This is an optimization exercise on Yosys and OpenROAD, whose aim is small area and a short achievable clock period, not a production implementation. No functional check of the RTL was part of any run shown here. Power is estimated from default activity; no workload was simulated.

## flow/design.v (module list and top-level ports; edited modules follow where they fit)
// module mk_mac: 951 lines
module mk_mac(CLK,
	      RST_N,
	      put_inp_A_a,
	      EN_put_inp_A,
	      RDY_put_inp_A,
	      put_inp_B_b,
	      EN_put_inp_B,
	      RDY_put_inp_B,
	      put_inp_C_c,
	      EN_put_inp_C,
	      RDY_put_inp_C,
	      put_inp_sel_sel,
	      EN_put_inp_sel,
	      RDY_put_inp_sel,
	      get_mac_op,
	      RDY_get_mac_op);
  // ...
==> flow/flow/run.sh <==
#!/bin/bash
# Layout flow: the standard synthesis; then the combinational logic of its
# netlist is re-mapped by ABC with every flip-flop instance (name, cell type,
# connections) kept as it is, and the result is checked equivalent to the
# standard netlist (if the check fails, the standard netlist is used); then
# the standard layout steps, with faster port buffers and a tighter
# timing-repair target.  Each tool writes its own log here.
set -e
W=$(pwd)
ABC_D=9.0          # delay target (ps) for the gate sizing in ABC
bash standard.sh synth > synth.log 2>&1

RES=$(dirname "$(find "$W/orfs/results" -name 1_2_yosys.v | head -1)")
LOGD=$(dirname "$(find "$W/orfs/logs" -name 1_2_yosys.log | head -1)")
OBJ=$(dirname "$(find "$W/orfs/objects" -name abc.constr | head -1)")
LIB="$FLOW_HOME/platforms/$FLOW_PLATFORM/lib/sky130_fd_sc_hd__tt_025C_1v80.lib"
YOSYS=$(command -v yosys || echo "$FLOW_HOME/../tools/install/yosys/bin/yosys")
DU=$(grep -o -- '-dont_use [A-Za-z0-9_]*' "$LOGD/1_2_yosys.log" | sort -u | tr '\n' ' ')
KEEP="=sky130_fd_sc_hd__dfxtp_1 =sky130_fd_sc_hd__edfxtp_1 =sky130_fd_sc_hd__conb_1"
cp "$RES/1_2_yosys.v" "$W/std_netlist.v"

sed -e "s#@LIB@#$LIB#g" -e "s#@KEEP@#$KEEP#g" -e "s#@IN@#$W/std_netlist.v#g" \
    -e "s#@SCRIPT@#$W/flow/resyn.abc#g" -e "s#@DU@#$DU#g" -e "s#@CONSTR@#$OBJ/abc.constr#g" \
    -e "s#@D@#$ABC_D#g" -e "s#@OUT@#$W/resyn_netlist.v#g" flow/resyn.ys.in > resyn.ys
sed -e "s#@LIB@#$LIB#g" -e "s#@GOLD@#$W/std_netlist.v#g" -e "s#@GATE@#$W/resyn_netlist.v#g" \
    flow/equiv.ys.in > equiv.ys

if "$YOSYS" -l resyn.log resyn.ys > /dev/null 2>&1 &&
   "$YOSYS" -l equiv.log equiv.ys > /dev/null 2>&1 &&
   grep -q "Equivalence successfully proven" equiv.log; then
  cp "$W/resyn_netlist.v" "$RES/1_2_yosys.v"
  bash standard.sh synth > synth2.log 2>&1
else
  echo "re-mapping not used" > resyn_skipped.txt
fi

bash standard.sh "BUFFER_PORTS_ARGS=-buffer_cell sky130_fd_sc_hd__buf_2" SETUP_SLACK_MARGIN=6.15 finish > layout.log 2>&1
==> flow/flow/equiv.ys.in <==
# Equivalence of the re-mapped netlist with the standard one; the flip-flops
# pair up by instance name.
read_liberty -wb -ignore_miss_func @LIB@
read_verilog @GOLD@
rename mk_mac gold
read_verilog @GATE@
rename mk_mac gate
flatten -wb gold gate
opt_clean gold gate
async2sync
equiv_make gold gate equiv
hierarchy -top equiv
equiv_simple
equiv_status
==> flow/flow/resyn.abc <==
strash
ifraig
dc2
&get -n
&st
&dch -f
&nf
&st
&dch -f
&nf
&put
buffer -c
upsize -c
dnsize -c
==> flow/flow/resyn.ys.in <==
# Re-map the combinational logic of the standard synthesis netlist, keeping
# every flip-flop instance (name, cell type and connections) as it is.
read_liberty -wb -ignore_miss_func @LIB@
setattr -mod -set keep_hierarchy 1 @KEEP@
read_verilog @IN@
hierarchy -top mk_mac
flatten -wb
opt -purge
abc -script @SCRIPT@ -liberty @LIB@ @DU@ -constr @CONSTR@ -D @D@
opt_clean -purge
hilomap -singleton -hicell sky130_fd_sc_hd__conb_1 HI -locell sky130_fd_sc_hd__conb_1 LO
insbuf -buf sky130_fd_sc_hd__buf_4 A X
splitnets
opt_clean -purge
stat -liberty @LIB@
write_verilog -noattr -noexpr -nohex -nodec @OUT@
==> flow/standard.sh <==
#!/bin/bash
# synth_recipe.tcl (not shown) runs the flow's synth.tcl, then flattens the netlist and writes it again
# the make line also repeats each setting of config.mk as NAME=value (left out here)
make -C /OpenROAD-flow-scripts/flow DESIGN_CONFIG=/design/flow/config.mk WORK_HOME=/design/flow/orfs CLKGATE_MAP_FILE= SYNTH_SCRIPT=/design/flow/synth_recipe.tcl "${@:-finish}"
==> flow/config.mk <==
export PLATFORM = sky130hd
export DESIGN_NAME = mk_mac
export DESIGN_NICKNAME = mk_mac
export VERILOG_FILES = /design/flow/design.v
export SDC_FILE = /design/flow/constraint.sdc
export NUM_CORES = 8
export LEC_CHECK = 0
export ABC_AREA = 0
export CAP_MARGIN = 0
export CORE_MARGIN = 2
export CORE_UTILIZATION = 65
export CTS_CLUSTER_DIAMETER = 100
export CTS_CLUSTER_SIZE = 30
export PLACE_DENSITY = 0.75
export SLEW_MARGIN = 0
==> flow/constraint.sdc <==
create_clock -name core_clock -period 9.0 [get_ports {CLK}]
set_input_delay 1.8000 -clock core_clock [delete_from_list [all_inputs] [get_ports {CLK}]]
set_output_delay 1.8000 -clock core_clock [all_outputs]
set_load 0.01 [all_outputs]
==> results.ini, run 1 <==
[cells_and_area]
clock_buffers = 37
multi_input_area_sq_um = 9640
final_cells = 2866
area_growth_pct = 11.4
n_fill_cell = 2525
final_util_pct = 73.7
layout_common_cells = 496 x dfxtp_1, 221 x nand2_1, 191 x nor2_1, 154 x xnor2_1, 115 x o21ai_0
clk_share_pct = 2.70
nets = 2463

[setup_path]
path_class = reg2reg
r2r_end = t5_m[27]
max_stage_delay_ns = 0.42
slowest_stage = a2111oi_4

[floorplan]
taps = 461
die_w_um = 195
pin_count = 108

[routing]
drt_first_iter_violations = 984
wl_met2_um = 26900
vias = 16300
dr.pass1.iters = 5
route.detailed.drc = 0

[power]
power_density_nw_per_um2 = 316
p_int_w = 0.00536
p_sw_share_pct = 35.4

[clocking]
cts-root-buf = clkbuf_16
cts_tree = built
clkLatencyLatePin_ns = 0.58

[outcome]
outcome = timing/DRC/antenna clean

[sta]
hold_viol_final = 0

[yosys]
syn_inst = 2263

==> run 2: changes to the inputs <==
==> flow/flow/resyn.abc (replaced) <==
strash
&get -n
&st
&dch -f
&nf
&st
&dch -f
&nf
&put
buffer -c
upsize -c
dnsize -c
--- a/flow/config.mk
+++ b/flow/config.mk
@@ -8,8 +8,8 @@
 export ABC_AREA = 0
 export CAP_MARGIN = 0
 export CORE_MARGIN = 2
-export CORE_UTILIZATION = 65
+export CORE_UTILIZATION = 60
 export CTS_CLUSTER_DIAMETER = 100
 export CTS_CLUSTER_SIZE = 30
-export PLACE_DENSITY = 0.75
+export PLACE_DENSITY = 0.7
 export SLEW_MARGIN = 0
==> run 2 against run 1 <==
Still clean. Core utilization down 7.8 points. Sequential power is essentially flat. Setup slack better by 0.23 ns. Routed wire length down 3.4%. Combinational power down 8.7%. Critical path depth down 12. First-iteration DRC count is 4.5% lower.
==> results.ini, run 2 <==
[outcome]
outcome = timing/DRC/antenna clean

[setup_path]
reg2reg_from = rg_sel
r2r_slack_ns = 6.32
critPathMaxFanout = 1
critical_path_arrival_ns = 1.07
crit_cells = 1
max_stage_delay_ns = 0.38  ; -0.04 ns
required_ns = 7.20
cp-start-kind = register
cp-end-kind = primary output
r2r_end = t0_r0[11]
reg2reg_depth = 9
timing.critical_path.buf_inv = 1
slowest_stage = dfxtp_2
cp_top_family = flip-flops
crit_chain = buf_6
path_class = reg2out

[clocking]
clkLatencyLatePin_ns = 0.59  ; about the same
cts.clk_slew.worst_paths_ns = 0.11
htreeDepth = 1
cts_tree = built
cts.path.max_buffers = 3
numCtsBuffers = 25
cts.sink_count = 634
cts-root-buf = clkbuf_16

[sta]
slew_viol_final = 0
period_minus_slack_ns = 2.87
final.period_utilization_pct = 31.9
finClkSkew_ns = 0.0204
max_slew_margin_pct = 19.0
worstMarginPinSlew_ns = 1.21
layout_setup_ws_ns = 6.13
setup_viol = 0
hold_viol_final = 0  ; unchanged
hold_slack_ns = 0.324
rsz0062_at_grt = yes
fmax_mhz = 348
finalSetupTns_ns = 0

[routing]
vias = 15700  ; -3.6%
drt.antenna.violating_nets = 0
drt_first_iter_violations = 940  ; -4.5%
drt-total-wl_um = 52000
via_per_inst = 5.52
route.detailed.drc = 0  ; unchanged
wl_per_cell_um = 18.3
dr.pass1.iters = 5  ; unchanged

[cells_and_area]
drive_gt1_share_pct = 11.7
diodes = 0
seq_area_sq_um = 13700
area_growth_pct = 7.81
design_area_sq_um = 25600
final_common_cell = dfxtp_1
layout_common_cells = 516 x dfxtp_1, 206 x nand2_1, 185 x nor2_1, 154 x xnor2_1, 104 x o21ai_0
n_fill_cell = 3034  ; +20%
multi_input_area_sq_um = 9550  ; -0.88%
nets = 2383  ; -3.2%
final_util_pct = 65.9  ; -7.8 points

[grt]
grt_pass1_vias = 15500
antenna_found_initial = 0
grt_pass1_wl_um = 82400
overflow = 0
track_usage_pct = 25.3
grt_max_degree = 85

[power]
power_frac_comb_pct = 32.6
seqPwrFrac_pct = 50.7
power_density_nw_per_um2 = 314  ; -0.75%
p_int_w = 0.00521  ; -2.9%
p_sw_share_pct = 35.1  ; -0.29 points
p_leak_nw = 10.2
power_frac_clock_pct = 16.7
ir_drop_mv = 0.207
netSwitchingPower_w = 0.00282

[floorplan]
die_w_um = 203  ; +4.3%
start_util_pct = 61.2
core_area_sq_um = 38800
die_y_um = 203
dieArea_sq_um = 41200
rows = 72
pin_count = 108  ; unchanged

[yosys]
yosysWarnings = 1
syn_avg_cell_area_sq_um = 10.6
syn_inst = 2249  ; -0.62%
synth_area_sq_um = 23700

[place]
io_buffers = 102
hpwl_um = 39300
place_congestion = 0.888
placed_area_sq_um = 24700
dp_slack_ns = 6.00

[flow_run]
max-cap-violations = 0

[hold_path]
hold_end = t2_c[1]
hold_start = t1_c[1]
min_path_type = reg2reg
whs_path_depth = 0

[run 2: routing by layer]
| layer | vias to the layer above | wire [um] | track usage [%] |
|---|---|---|---|
| met5 | - | 0 | 0 |
| met1 | 7411 | 23300 | 33.3 |
| met2 | 370 | 25900 | 45.9 |
| li1 | 7846 | - | - |
| met4 | 0 | 767 | 4.54 |
| met3 | 47 | 2070 | 2.36 |
[run 2: worst reg2reg max path, cell delays in order, from the launching register on]
cell      delay, ns
edfxtp_1       0.40
buf_12         0.34
and2_1         0.38
nand2_1        0.08
o21ai_0        0.14
xor2_1         0.15
maj3_1         0.37
inv_1          0.10
xnor3_1        0.26
maj3_1         0.36
[run 2: per-stage QoR]
step	std cells	total power [W]
6_report	2841	0.00803
3_5_place_dp	2799	0.00668
4_1_cts	2837	0.00802
3_3_place_gp	2799	0.00664
5_1_grt	2841	0.00851
2_1_floorplan	2253	0.00594
[run 2: power by group through the flow]
stage	logic, W	registers (W)	clock network, W
after floorplan	0.00205	0.00389	0
after global placement	0.00253	0.00411	0
after detailed placement	0.00255	0.00413	0
after CTS	0.00258	0.00407	0.00137
after global routing	0.00289	0.00415	0.00147
final	0.00262	0.00407	0.00134
[run 2: layout make-up]
type / count / area share [%]
clock buffers: 35 / 2.63
inverters: 63 / 0.924
repair buffers: 116 / 2.98
flip-flops and latches: 634 / 53.5
well taps: 518 / 2.53
clock inverters: 3 / 0.142
multi-input cells: 1472 / 37.3
[run 2: worst max path at each step]
stage | from | to | slack, ns
finish | rg_out[30] | get_mac_op[30] | 6.13
CTS | rg_out[30] | get_mac_op[30] | 6.11
global placement | rg_sel | t0_r0[11] | 6.06
floorplan | rg_B[7] | t0_e[7] | 6.64
global route | rg_out[28] | get_mac_op[28] | 6.09
detailed placement | rg_sel | t0_r0[11] | 6.00
[run 2: timing repair]
action / CTS / global route
setup buffers: 0 / 4
endpoints found under the setup margin: 30 / 74
hold buffers: 0 / 0
gates resized for setup: 33 / 23
pin swaps: 0 / 1
==> run 3: changes to the inputs <==
--- a/flow/config.mk
+++ b/flow/config.mk
@@ -8,8 +8,8 @@
 export ABC_AREA = 0
 export CAP_MARGIN = 0
 export CORE_MARGIN = 2
-export CORE_UTILIZATION = 60
+export CORE_UTILIZATION = 70
 export CTS_CLUSTER_DIAMETER = 100
 export CTS_CLUSTER_SIZE = 30
-export PLACE_DENSITY = 0.7
+export PLACE_DENSITY = 0.8
 export SLEW_MARGIN = 0
==> run 3 against run 2 <==
Largest power group unchanged. Still clean. Design area is essentially flat. Critical endpoint is now t0_e[7]. Setup slack lost 0.038 ns. Count of clock-buffer cells in the layout grew 2.
==> results.ini, run 3 <==
[floorplan]
die_y_um = 188  ; -7.3%
die_w_um = 188  ; -7.3%
pin_count = 108  ; unchanged
core_area_sq_um = 33400  ; -14%
start_util_pct = 71.0  ; +9.8 points
rows = 67  ; -6.9%
dieArea_sq_um = 35400  ; -14%

[grt]
grt_pass1_wl_um = 86100  ; +4.5%
grt_pass1_vias = 16000  ; +3.5%
antenna_found_initial = 0  ; unchanged
overflow = 0  ; unchanged
grt_max_degree = 85  ; unchanged
track_usage_pct = 30.7  ; +5.4 points

[sta]
rsz0062_at_grt = yes
period_minus_slack_ns = 2.91  ; +0.0377 ns
setup_viol = 0  ; unchanged
max_slew_margin_pct = 22.8  ; +3.8 points
hold_viol_final = 0  ; unchanged
final.period_utilization_pct = 32.4  ; +0.42 points
worstMarginPinSlew_ns = 1.16  ; -0.0582 ns
finalSetupTns_ns = 0  ; unchanged
finClkSkew_ns = 0.0187  ; -0.00165 ns
fmax_mhz = 343  ; -1.3%
slew_viol_final = 0  ; unchanged

[setup_path]
cp-end-kind = register
critPathMaxFanout = 5  ; +4
cp-start-kind = register
cp-startpoint = rg_B[8]
required_ns = 9.49  ; +2.29 ns
critical_path_arrival_ns = 3.40  ; +2.33 ns
reg2reg_from = rg_B[8]
path_class = reg2reg

[cells_and_area]
final_cells = 2782  ; -2.1%
area_growth_pct = 7.77  ; about the same
layout_common_cells = 518 x dfxtp_1, 206 x nand2_1, 183 x nor2_1, 153 x xnor2_1, 103 x o21ai_0
design_area_sq_um = 25600  ; about the same
diodes = 0  ; unchanged
nets = 2393  ; +0.42%
final_common_cell = dfxtp_1
final_util_pct = 76.5  ; +11 points
drive_gt1_share_pct = 12.3  ; +0.54 points

[yosys]
yosysWarnings = 1  ; unchanged
syn_avg_cell_area_sq_um = 10.6  ; unchanged
synth_area_sq_um = 23700  ; unchanged
syn_inst = 2249  ; unchanged

[place]
place_congestion = 0.918  ; +3.4%
placed_area_sq_um = 24600  ; -0.32%
place_inst = 2730  ; -2.5%
hpwl_um = 39300  ; about the same
io_buffers = 102  ; unchanged

[power]
ir_drop_mv = 0.193  ; -6.8%
power_frac_clock_pct = 17.0  ; +0.3 points
p_int_w = 0.00521  ; about the same
p_leak_nw = 10.2  ; +0.56%
power_density_nw_per_um2 = 315  ; +0.49%
seqPwrFrac_pct = 50.4  ; -0.3 points
p_sw_share_pct = 35.4  ; +0.23 points
power_frac_comb_pct = 32.6  ; about the same
netSwitchingPower_w = 0.00285  ; +1.1%

[clocking]
cts.path.max_buffers = 3  ; unchanged
cts.sink_count = 634  ; unchanged
numCtsBuffers = 25  ; unchanged
cts.clk_slew.worst_paths_ns = 0.11  ; about the same
htreeDepth = 1  ; unchanged
cts-root-buf = clkbuf_16
clkLatencyLatePin_ns = 0.58  ; about the same
cts_tree = built

[routing]
drt-total-wl_um = 54800  ; +5.3%
drt_first_iter_violations = 1185  ; +26%
wl_per_cell_um = 19.7  ; +7.5%
route.detailed.drc = 0  ; unchanged
via_per_inst = 5.86  ; +6.3%
dr.pass1.iters = 6  ; +1
vias = 16300  ; +4.1%
drt.antenna.violating_nets = 0  ; unchanged

[hold_path]
min_path_type = reg2reg
hold_start = t0_c[21]

[flow_run]
max-cap-violations = 0  ; unchanged

[outcome]
outcome = timing/DRC/antenna clean

-- run 3: repair_timing --
| action | 4_1_cts | 5_1_grt |
|---|---|---|
| gates resized for setup | 24 | 32 |
| hold buffers | 0 | 0 |
| setup buffers | 3 | 10 |
| endpoints found under the setup margin | 42 | 67 |
| pin swaps | 0 | 3 |
-- run 3: worst paths after layout --
check,endpoint,slack (ns),cells after the start
setup / recovery,t0_e[7],6.09,8
hold / removal,t1_c[21],0.33,0
setup reg to reg,t0_e[7],6.09,8
hold reg to reg,t1_c[21],0.33,0
-- run 3: final cells by class --
type | count | area [sq um]
sequential | 634 | 13700
multi-input combinational | 1472 | 9590
fill | 2215 | 7860
timing repair buffer | 126 | 791
clock buffer | 37 | 692
tap | 448 | 561
inverter | 63 | 236
clock inverter | 2 | 27.5
-- run 3: critical path, cell delays in order, from the launching register on --
cell and delay [ns]:
edfxtp_1 0.51, o22ai_2 0.28, a21oi_1 0.20, a21oi_2 0.22
o21ai_1 0.18, maj3_1 0.43, maj3_2 0.36, maj3_1 0.41
xnor2_1 0.23
-- run 3: metal layers --
layer | GRT usage, % | part of all wire, % | up-vias
met2 | 54.6 | 50 | 548
met3 | 2.91 | 5.0 | 103
met4 | 10.1 | 3.3 | 0
met5 | 0 | 0 | -
met1 | 39.7 | 41 | 7781
li1 | - | - | 7883
-- run 3: power by group through the flow --
stage               clock (W)  sequential (W)  combinational [W]
global route          0.00147         0.00414            0.00290
finish                0.00137         0.00406            0.00263
detailed placement          0         0.00411            0.00254
floorplan                   0         0.00389            0.00205
global placement            0         0.00408            0.00247
CTS                   0.00137         0.00405            0.00257
-- run 3: per-stage QoR --
step	setup WS, ns	hold WS (ns)	total power (W)
after floorplan	6.64	0.310	0.00594
after global placement	6.07	0.310	0.00655
after detailed placement	6.04	0.312	0.00665
after CTS	6.09	0.327	0.00800
after global routing	6.10	0.335	0.00850
final	6.09	0.329	0.00806
==> run 4: changes to the inputs <==
--- a/flow/config.mk
+++ b/flow/config.mk
@@ -8,8 +8,8 @@
 export ABC_AREA = 0
 export CAP_MARGIN = 0
 export CORE_MARGIN = 2
-export CORE_UTILIZATION = 70
+export CORE_UTILIZATION = 65
 export CTS_CLUSTER_DIAMETER = 100
-export CTS_CLUSTER_SIZE = 30
-export PLACE_DENSITY = 0.8
+export CTS_CLUSTER_SIZE = 32
+export PLACE_DENSITY = 0.75
 export SLEW_MARGIN = 0
==> run 4 against run 3 <==
Clock power down 4%. Final cell count rose by 0.22%. Area after synthesis is the same. Sequential power about the same. Core utilization down 6.2 points. Register-to-register slack gained 0.19 ns. Critical path type is now reg2out. Largest power group unchanged.
==> results.ini, run 4 <==
[sta]
slew_viol_final = 0  ; unchanged
period_minus_slack_ns = 2.85  ; -0.0635 ns
finalSetupTns_ns = 0  ; unchanged
max_slew_margin_pct = 19.7  ; -3.1 points
final.period_utilization_pct = 31.6  ; -0.71 points
hold_slack_ns = 0.322  ; -0.00681 ns
layout_setup_ws_ns = 6.15  ; +0.0635 ns
finClkSkew_ns = 0.0211  ; +0.00236 ns
rsz0062_at_grt = yes
worstMarginPinSlew_ns = 1.20  ; +0.0471 ns
fmax_mhz = 351  ; +2.2%
hold_viol_final = 0  ; unchanged
setup_viol = 0  ; unchanged

[power]
p_int_w = 0.00520  ; -0.26%
ir_drop_mv = 0.198  ; +2.3%
p_leak_nw = 10.1  ; -0.78%
seqPwrFrac_pct = 50.8  ; +0.4 points
power_frac_comb_pct = 32.7  ; about the same
p_sw_share_pct = 35.0  ; -0.39 points
netSwitchingPower_w = 0.00279  ; -1.9%
power_frac_clock_pct = 16.5  ; -0.5 points
power_density_nw_per_um2 = 313  ; -0.49%

[setup_path]
path_class = reg2out
r2r_slack_ns = 6.28  ; +0.19 ns
reg2reg_from = rg_A[7]
critPathMaxFanout = 1  ; -4
critical_path_arrival_ns = 1.05  ; -2.35 ns
cp_top_family = flip-flops
r2r_end = t0_e[7]
slowest_stage = dfxtp_2
cp-end-kind = primary output
crit_cells = 1  ; -7
timing.critical_path.buf_inv = 1  ; +1
crit_chain = buf_6
required_ns = 7.20  ; -2.29 ns
reg2reg_depth = 8  ; unchanged
cp-start-kind = register
max_stage_delay_ns = 0.37  ; -0.14 ns

[place]
dp_slack_ns = 6.04  ; +0.000980 ns
place_congestion = 0.935  ; +1.9%
io_buffers = 102  ; unchanged
hpwl_um = 38900  ; -1.1%

[clocking]
cts.clk_slew.worst_paths_ns = 0.12  ; about the same
cts_hold_buffers = 0  ; unchanged
cts_tree = built
cts.path.max_buffers = 3  ; unchanged
numCtsBuffers = 23  ; -8.0%
cts.sink_count = 634  ; unchanged
cts-root-buf = clkbuf_16
clkLatencyLatePin_ns = 0.58  ; about the same
htreeDepth = 1  ; unchanged

[grt]
antenna_found_initial = 0  ; unchanged
overflow = 0  ; unchanged
grt_max_degree = 85  ; unchanged
grt_pass1_vias = 15600  ; -2.8%
grt_pass1_wl_um = 81200  ; -5.7%
track_usage_pct = 26.8  ; -4.0 points

[routing]
drt.antenna.violating_nets = 0  ; unchanged
via_per_inst = 5.71  ; -2.7%
drt-total-wl_um = 51600  ; -5.8%
vias = 15900  ; -2.5%
dr.pass1.iters = 5  ; -1
wl_per_cell_um = 18.5  ; -6.0%
drt_first_iter_violations = 799  ; -33%
route.detailed.drc = 0  ; unchanged

[floorplan]
start_util_pct = 65.5  ; -5.5 points
core_area_sq_um = 36300  ; +8.4%
die_y_um = 195  ; +3.7%
pin_count = 108  ; unchanged
rows = 70  ; +4.5%
die_w_um = 195  ; +3.7%
dieArea_sq_um = 38100  ; +7.5%

[hold_path]
whs_path_depth = 0  ; unchanged
hold_end = t3_cs
min_path_type = reg2reg
hold_start = t2_c[31]

[cells_and_area]
layout_common_cells = 516 x dfxtp_1, 206 x nand2_1, 184 x nor2_1, 154 x xnor2_1, 104 x o21ai_0
drive_gt1_share_pct = 11.6  ; -0.66 points
final_util_pct = 70.3  ; -6.2 points
area_growth_pct = 7.37
nets = 2379  ; -0.59%
diodes = 0  ; unchanged
final_common_cell = dfxtp_1

[yosys]
yosysWarnings = 1  ; unchanged
syn_inst = 2249  ; unchanged
syn_avg_cell_area_sq_um = 10.6  ; unchanged
synth_area_sq_um = 23700  ; unchanged

[outcome]
outcome = timing/DRC/antenna clean

[flow_run]
max-cap-violations = 0  ; unchanged

run 4: routing by layer:
| metal | track usage, % | vias up | routed length [um] |
|---|---|---|---|
| met5 | 0 | - | 0 |
| met4 | 6.96 | 0 | 1200 |
| met3 | 2.21 | 67 | 2120 |
| met2 | 48.2 | 432 | 25700 |
| met1 | 34.9 | 7555 | 22600 |
| li1 | - | 7856 | - |
run 4: final cells by class:
type	count	area, sq um
tap	468	586
clock inverter	3	56.3
inverter	63	236
clock buffer	34	617
timing repair buffer	114	748
multi-input combinational	1472	9560
sequential	634	13700
fill	2720	10800
run 4: worst max path at each step:
stage	to	slack [ns]	from
2_1_floorplan	t0_e[7]	6.64	rg_B[7]
3_3_place_gp	t0_r0[11]	6.08	rg_sel
3_5_place_dp	t0_r0[11]	6.04	rg_sel
4_1_cts	get_mac_op[23]	6.13	rg_out[23]
5_1_grt	get_mac_op[23]	6.12	rg_out[23]
6_report	get_mac_op[23]	6.15	rg_out[23]
run 4: timing repair:
item	in CTS	in global routing
pin swaps	0	1
gates resized for setup	30	27
endpoints found under the setup margin	19	66
setup buffers	0	2
run 4: worst reg2reg max path, cell delays in order (launching register included):
cell and delay, ns:
edfxtp_1 0.60, o22ai_1 0.23, a21oi_1 0.14, a21oi_1 0.24, o21ai_1 0.15, maj3_1 0.42
maj3_2 0.34, maj3_1 0.37, xnor2_1 0.13
run 4: power groups by stage:
stage               registers [W]  clock network (W)  logic, W
finish                    0.00406            0.00132   0.00262
global route              0.00414            0.00142   0.00288
detailed placement        0.00412                  0   0.00253
global placement          0.00410                  0   0.00249
CTS                       0.00406            0.00134   0.00256
floorplan                 0.00389                  0   0.00205
run 4: through the flow:
step	power, W	instances	area, sq um
after global routing	0.00844	2788	25500
after detailed placement	0.00665	2749	24600
final	0.00799	2788	25500
after floorplan	0.00594	2253	23800
after global placement	0.00659	2749	24600
after CTS	0.00795	2786	25400
==> run 5: changes to the inputs <==
--- a/flow/config.mk
+++ b/flow/config.mk
@@ -9,7 +9,7 @@
 export CAP_MARGIN = 0
 export CORE_MARGIN = 2
 export CORE_UTILIZATION = 65
-export CTS_CLUSTER_DIAMETER = 100
-export CTS_CLUSTER_SIZE = 32
+export CTS_CLUSTER_DIAMETER = 110
+export CTS_CLUSTER_SIZE = 34
 export PLACE_DENSITY = 0.75
 export SLEW_MARGIN = 0
==> run 5 against run 4 <==
Setup slack got worse by 0.0080 ns. Clock power hardly changed. Critical endpoint is now get_mac_op[16]. Largest cell class unchanged. Die area unchanged. Still clean on timing, DRC and antenna. Core utilization grew 0.13 points.
==> results.ini, run 5 <==
[outcome]
outcome = timing/DRC/antenna clean

[power]
power_density_nw_per_um2 = 313  ; -0.14%
ir_drop_mv = 0.210  ; +5.9%
p_leak_nw = 10.2  ; +0.19%

[routing]
drt-total-wl_um = 51600  ; about the same
drt_first_iter_violations = 777  ; -2.8%
dr.pass1.iters = 5  ; unchanged
via_per_inst = 5.67  ; -0.65%
drt.antenna.violating_nets = 0  ; unchanged
wl_per_cell_um = 18.5  ; about the same
route.detailed.drc = 0  ; unchanged
vias = 15800  ; -0.65%

[sta]
fmax_mhz = 350  ; -0.28%
final.period_utilization_pct = 31.7  ; +0.088 points
rsz0062_at_grt = yes
setup_viol = 0  ; unchanged
finalSetupTns_ns = 0  ; unchanged
slew_viol_final = 0  ; unchanged
period_minus_slack_ns = 2.86  ; +0.00795 ns
layout_setup_ws_ns = 6.14  ; -0.00795 ns
worstMarginPinSlew_ns = 1.22  ; +0.0127 ns
hold_viol_final = 0  ; unchanged
finClkSkew_ns = 0.0298  ; +0.00876 ns
max_slew_margin_pct = 18.9  ; -0.85 points

[setup_path]
critPathMaxFanout = 1  ; unchanged
required_ns = 7.20  ; about the same
max_stage_delay_ns = 0.35  ; -0.02 ns
path_class = reg2out
slowest_stage = dfxtp_1
cp_top_family = flip-flops
crit_chain = buf_2
cp-end-kind = primary output
cp-start-kind = register
timing.critical_path.buf_inv = 1  ; unchanged
critical_path_arrival_ns = 1.06  ; about the same

[yosys]
syn_avg_cell_area_sq_um = 10.6  ; unchanged
yosysWarnings = 1  ; unchanged
syn_inst = 2249  ; unchanged
synth_area_sq_um = 23700  ; unchanged

[grt]
grt_pass1_wl_um = 81100  ; about the same
overflow = 0  ; unchanged
grt_pass1_vias = 15500  ; -0.090%
track_usage_pct = 26.8  ; +0.053 points
grt_max_degree = 85  ; unchanged
antenna_found_initial = 0  ; unchanged

[floorplan]
rows = 70  ; unchanged
start_util_pct = 65.5  ; unchanged
pin_count = 108  ; unchanged
die_y_um = 195  ; unchanged
die_w_um = 195  ; unchanged
core_area_sq_um = 36300  ; unchanged
dieArea_sq_um = 38100  ; unchanged

[place]
place_congestion = 0.935  ; unchanged
hpwl_um = 38900  ; unchanged
io_buffers = 102  ; unchanged
dp_slack_ns = 6.04  ; unchanged

[cells_and_area]
final_common_cell = dfxtp_1
area_growth_pct = 7.57
drive_gt1_share_pct = 11.8  ; +0.17 points
nets = 2382  ; +0.13%
layout_common_cells = 514 x dfxtp_1, 206 x nand2_1, 185 x nor2_1, 154 x xnor2_1, 104 x o21ai_0
n_fill_cell = 2733  ; +0.48%
diodes = 0  ; unchanged

[clocking]
htreeDepth = 1  ; unchanged
cts-root-buf = clkbuf_16
clkLatencyLatePin_ns = 0.58  ; about the same
numCtsBuffers = 23  ; unchanged
cts_hold_buffers = 0  ; unchanged
cts_tree = built
cts.path.max_buffers = 3  ; unchanged
cts.clk_slew.worst_paths_ns = 0.12  ; about the same
cts.sink_count = 634  ; unchanged

[flow_run]
max-cap-violations = 0  ; unchanged

[hold_path]
min_path_type = reg2reg

-- run 5: layer usage --
| metal | track usage, % | part of all wire, % |
|---|---|---|
| met1 | 35.0 | 44 |
| met2 | 48.5 | 50 |
| met3 | 2.33 | 4.0 |
| met4 | 6.39 | 2.3 |
| met5 | 0 | 0 |
-- run 5: layout make-up --
type	count	area, sq um	area share [%]
clock inverter	3	77.6	0.304
tap	468	586	2.29
inverter	63	236	0.926
timing repair buffer	117	786	3.08
multi-input combinational	1472	9560	37.4
clock buffer	31	606	2.37
sequential	634	13700	53.6
-- run 5: per-stage QoR --
stage / util [%] / power [W] / cells / hold WS [ns] / cell area, sq um
6_report: 70.4 / 0.00800 / 2788 / 0.332 / 25500
4_1_cts: 70.0 / 0.00796 / 2783 / 0.334 / 25400
2_1_floorplan: - / 0.00594 / 2253 / 0.310 / 23800
3_5_place_dp: 67.8 / 0.00665 / 2749 / 0.312 / 24600
5_1_grt: 70.4 / 0.00844 / 2788 / 0.338 / 25500
3_3_place_gp: 67.8 / 0.00659 / 2749 / 0.310 / 24600
-- run 5: worst paths after layout --
kind                         end       start  depth (start not counted)  slack, ns
setup / recovery  get_mac_op[16]  rg_out[16]                          1       6.14
hold / removal           t6_e[3]     t5_e[3]                          0       0.33
setup reg to reg         t4_b[1]     t3_asel                          7       6.33
hold reg to reg          t6_e[3]     t5_e[3]                          0       0.33
-- run 5: repair_timing --
item                                    4_1_cts  5_1_grt
resized for setup                            32       28
endpoints found under the setup margin       20       68
setup buffers                                 0        5
-- run 5: report_power, final --
group / internal (W) / leakage (nW) / switching (W)
clock: 0.000507 / 0.328 / 0.000810
sequential: 0.00353 / 5.44 / 0.000530
combinational: 0.00114 / 4.39 / 0.00148

[port drivers added, routing unchanged]
The results above use ideal ports. As a check the final layouts listed here were re-extracted and re-timed, cells and wires unchanged.
Step 1: set_driving_cell puts a clkbuf_16 on CLK and a buf_2 on each other input, an assumption about the parent block.
Step 2 moves the port delays by t, midway between the first and last clock arrival at a register: inputs arrive t later, outputs are due t later. That takes back most of the time a late clock gives input paths.
a / b / c = ideal / step 1 / step 2; a / b = the first two.
| run | t, ns | setup slack, ns | worst register clock-pin slew, ns | worst slew at a driven data input, ns | pins driven straight from the clock port |
|---|---|---|---|---|---|
| run 1 | 0.623 | 5.895 / 5.895 / 5.895 | 0.11 / 0.11 | 0.04 | 1 |
| run 2 | 0.633 | 6.126 / 6.069 / 6.283 | 0.11 / 0.11 | 0.04 | 1 |
| run 3 | 0.622 | 6.088 / 6.079 / 6.088 | 0.12 / 0.12 | 0.04 | 1 |
| run 4 | 0.622 | 6.152 / 6.096 / 6.278 | 0.12 / 0.12 | 0.04 | 1 |
| run 5 | 0.617 | 6.144 / 6.089 / 6.291 | 0.12 / 0.12 | 0.04 | 1 |
After both steps every run listed still meets setup and hold.
